What follows belongs to an exercise in optimizing a design on an open flow for small area, a short achievable clock period and few clock cycles per item; a production flow would make more cautious choices. At most, simulation tests tie the RTL to the original design; equivalence was not proved. No activity file was given, so power comes from the tool's default toggle rates.

build 9:
==> module SME, before the edit <==
module SME(clk,reset,chardata,isstring,ispattern,valid,match,match_index);
input clk;
input reset;
input [7:0] chardata;
input isstring;
input ispattern;
output match;
output [4:0] match_index;
output valid;
localparam [6:0] HAT    = 7'h5E ;  
localparam [6:0] DOLLAR = 7'h24 ;  
localparam [6:0] POINT  = 7'h2E ;  
localparam [6:0] STAR   = 7'h2A ;  
localparam [6:0] SPACE  = 7'h20 ;  
reg  [6:0] str_B_rf [0:31];
reg  [5:0] str_length_cnt;
reg        isstring_d, ispattern_d;
reg [33:0] F;
reg  [4:0] off;
reg        star_seen;
reg        star_d;          
reg  [4:0] star_fs;         
reg  [4:0] star_off;        
reg        valid_r, match_r;
reg  [4:0] match_index_r;
wire [6:0] c = chardata[6:0];
wire c_hat    = c == HAT;
wire c_dollar = c == DOLLAR;
wire c_star   = c == STAR;
wire c_point  = c == POINT;
wire first    = ispattern & ~ispattern_d;
wire [31:0] inS;      
wire [31:0] sp;       
wire [31:0] eqc;      
genvar j;
generate
for (j = 0; j < 32; j = j + 1) begin: POS
    assign inS[j] = str_length_cnt > 31 - j;
    assign sp[j]  = str_B_rf[j] == SPACE;
    assign eqc[j] = str_B_rf[j] == c;
end
endgenerate
wire [31:0] start = inS & ~{inS[30:0], 1'b0};
wire [32:0] pre [0:6];
assign pre[0] = F[32:0];
genvar l;
generate
for (l = 0; l < 6; l = l + 1) begin: PRE
    for (j = 0; j < 33; j = j + 1) begin: B
        if ((j >> l) & 1)
            assign pre[l+1][j] = pre[l][j] | pre[l][((j >> l) << l) - 1];
        else
            assign pre[l+1][j] = pre[l][j];
    end
end
endgenerate
wire [31:0] Fin = first ? inS : F[31:0];
wire [33:0] F_hat  = {2'b00, inS & sp, 1'b0} | {2'b00, start};
wire [33:0] F_dol  = {F[32], F[31:0] & sp, 1'b0};
wire [33:0] F_star = first ? {2'b01, inS} : {1'b0, pre[6]};
wire [33:0] F_pt   = {1'b0, Fin, 1'b0};
wire [33:0] F_fix  = ({34{c_hat}} & F_hat) | ({34{c_dollar}} & F_dol) |
                     ({34{c_star}} & F_star) | ({34{c_point}} & F_pt);
wire [33:0] F_lit  = {1'b0, Fin & eqc, 1'b0};
wire star_mode = star_seen & ~star_d;
wire [4:0]  off_p1 = off + 5'd1;     
wire [4:0]  star_idx = star_fs + star_off;
wire [33:0] Fe = F & {34{~star_mode}};
wire [4:0]  oe = star_mode ? star_idx : star_d ? off_p1 : off;
reg [4:0] fs;
integer k;
always @(*) begin
    fs = 5'd0;
    for (k = 33; k >= 0; k = k - 1)
        if (Fe[k]) fs = k[4:0];
end
wire [4:0] gen = fs & oe;
wire [4:0] prp = fs ^ oe;
wire [4:0] cry;
assign cry[0] = 1'b0;
assign cry[1] = gen[0];
assign cry[2] = gen[1] | prp[1] & gen[0];
assign cry[3] = gen[2] | prp[2] & gen[1] | prp[2] & prp[1] & gen[0];
assign cry[4] = gen[3] | prp[3] & gen[2] | prp[3] & prp[2] & gen[1] |
                prp[3] & prp[2] & prp[1] & gen[0];
wire [4:0] fs_idx = prp ^ cry;
wire [4:0] len5   = str_length_cnt[4:0];
wire [4:0] len_m1 = len5 - 5'd1;
wire [4:0] off_m1 = off - 5'd1;
integer i;
always @(posedge clk)
begin: STR_RF
    if(isstring)
    begin
        for (i = 0; i < 31; i = i + 1)
            str_B_rf[i] <= str_B_rf[i+1];
        str_B_rf[31] <= c;
    end
end
always @(posedge clk)
begin: LEN_CNT
    if(isstring)
        str_length_cnt <= isstring_d ? str_length_cnt + 6'd1 : 6'd1;
end
always @(posedge clk or posedge reset)
begin: FLAGS
    if(reset)
    begin
        isstring_d  <= 1'b0;
        ispattern_d <= 1'b0;
        valid_r     <= 1'b0;
        match_r     <= 1'b0;
    end
    else
    begin
        isstring_d  <= isstring;
        ispattern_d <= ispattern;
        valid_r     <= ispattern_d & ~ispattern;
        match_r     <= ispattern_d & ~ispattern & (|F);
    end
end
always @(posedge clk)
begin: MATCH
    F <= F_fix | F_lit;
    off <= first ? (c_hat ? len5 : len_m1) : off_m1;
    star_seen <= (first ? 1'b0 : star_seen) | c_star;
    star_d    <= ispattern & c_star;
    if(star_d)
    begin
        star_fs  <= fs;
        star_off <= off_p1;      
    end
    match_index_r <= fs_idx;
end
assign valid       = valid_r;
assign match       = match_r;
assign match_index = match_index_r;
endmodule
clock: 6.5 ns
lec_check: 0
cap_margin: 20
core_margin: 2
core_utilization: 40
cts_cluster_diameter: 80
cts_cluster_size: 30
setup_slack_margin: 3.9
slew_margin: 20
run.sh (not shown) runs the stock make flow with config.mk's settings and CLKGATE_MAP_FILE= SYNTH_SCRIPT=/design/flow/synth_recipe.tcl, a recipe that flattens the netlist after the stock synthesis.
Build 9 completed every stage of the flow, and the final layout passed the timing, design-rule and antenna checks.
Testbench counts of build 9, summed over its fixed seeds: cycles 12,373, items 1,114.
Here is what was changed in the inputs of build 12 compared with build 9.
-- flow/design.v --
<<< build 9, line 17
reg        isstring_d, ispattern_d;
reg [33:0] F;
reg  [4:0] off;
reg        star_seen;
reg        star_d;          
>>> build 12, line 17
reg        isstring_d, ispattern_d;
reg [33:0] F;
reg  [4:0] off;           
reg        star_seen;
reg        star_d;          
<<< build 9, line 64
wire [33:0] F_lit  = {1'b0, Fin & eqc, 1'b0};
wire star_mode = star_seen & ~star_d;
wire [4:0]  off_p1 = off + 5'd1;     
wire [4:0]  star_idx = star_fs + star_off;
wire [33:0] Fe = F & {34{~star_mode}};
wire [4:0]  oe = star_mode ? star_idx : star_d ? off_p1 : off;
reg [4:0] fs;
integer k;
>>> build 12, line 64
wire [33:0] F_lit  = {1'b0, Fin & eqc, 1'b0};
wire star_mode = star_seen & ~star_d;
wire [4:0]  star_idx = star_fs + star_off;
wire [33:0] Fe = F & {34{~star_mode}};
wire [4:0]  oe = star_mode ? star_idx : off;
reg [4:0] fs;
integer k;
<<< build 9, line 88
wire [4:0] len_m1 = len5 - 5'd1;
wire [4:0] off_m1 = off - 5'd1;
integer i;
always @(posedge clk)
>>> build 12, line 87
wire [4:0] len_m1 = len5 - 5'd1;
wire [4:0] off_m1 = off - 5'd1;
wire       c_cnt  = ~c_hat & ~c_star;
integer i;
always @(posedge clk)
<<< build 9, line 123
begin: MATCH
    F <= F_fix | F_lit;
    off <= first ? (c_hat ? len5 : len_m1) : off_m1;
    star_seen <= (first ? 1'b0 : star_seen) | c_star;
    star_d    <= ispattern & c_star;
>>> build 12, line 123
begin: MATCH
    F <= F_fix | F_lit;
    off <= first ? (c_cnt ? len_m1 : len5) : (c_cnt ? off_m1 : off);
    star_seen <= (first ? 1'b0 : star_seen) | c_star;
    star_d    <= ispattern & c_star;
<<< build 9, line 129
    begin
        star_fs  <= fs;
        star_off <= off_p1;      
    end
    match_index_r <= fs_idx;
>>> build 12, line 129
    begin
        star_fs  <= fs;
        star_off <= off;
    end
    match_index_r <= fs_idx;
==> run summary <==
- Build 12 has completed all stages; timing, DRC and antenna checks passed.
- [build 12] sequential share of layout area fell 0.93 points relative to build 9
- Build 12 vs build 9: count of plain and timing-repair buffers in the layout up in build 12
- Delta (build 12 minus build 9): sequential power held; non-clock inverter instance count of the final layout went up 2.
- From build 9 to build 12 the numbers moved as follows: fraction of the yosys area taken by sequential cells rose by 0.60 points; clock period minus final worst setup slack fell 12 ps.
- When build 12 is measured against build 9, its global-route usage over all layers turns out 0.32 points higher.
- Looking only at final period utilization, and setting everything else aside, the lower value of build 12 and build 9 goes to build 12.
- Build 12 vs build 9: number of inserted filler cells in the final layout down by a few percent
- Sort build 12 and build 9 by power share of the combinational group, descending, and build 12 comes first.
- Wire length of the first global-routing pass (higher): build 12
- Comparing worst slack after detailed placement for build 12 and build 9, the smaller number came from build 12.
For build 12, only the layout was checked, not whether the RTL still works.

re-timing with driven ports:
The results above use ideal ports. As a check the final layouts listed here were re-extracted and re-timed, cells and wires unchanged.
Step 1 (the two cells are an assumption about what drives the block):
set clk [get_ports {clk}]
set_driving_cell -lib_cell sky130_fd_sc_hd__clkbuf_16 $clk
set_driving_cell -lib_cell sky130_fd_sc_hd__buf_2 [delete_from_list [all_inputs] $clk]
Step 2 times the ports against the registers' clock, not the clock port: input delays grow and output delays shrink by t, the midpoint of the rising clock arrivals with the driver on.
a / b / c = ideal ports / drivers / drivers and shift; a / b = the first two.
run | t (ns) | setup slack, ns | worst setup path after step 2 | worst data-port slew with drivers (ns)
build 9 | 0.557 | 3.860 / 3.860 / 3.400 | input to register | 0.06
build 12 | 0.572 | 3.872 / 3.872 / 3.383 | input to register | 0.05
After both steps setup and hold are still met in every run listed. The setup slack of build 12, which loses most, moves by 0.000 ns with the drivers and by -0.489 ns with both steps.
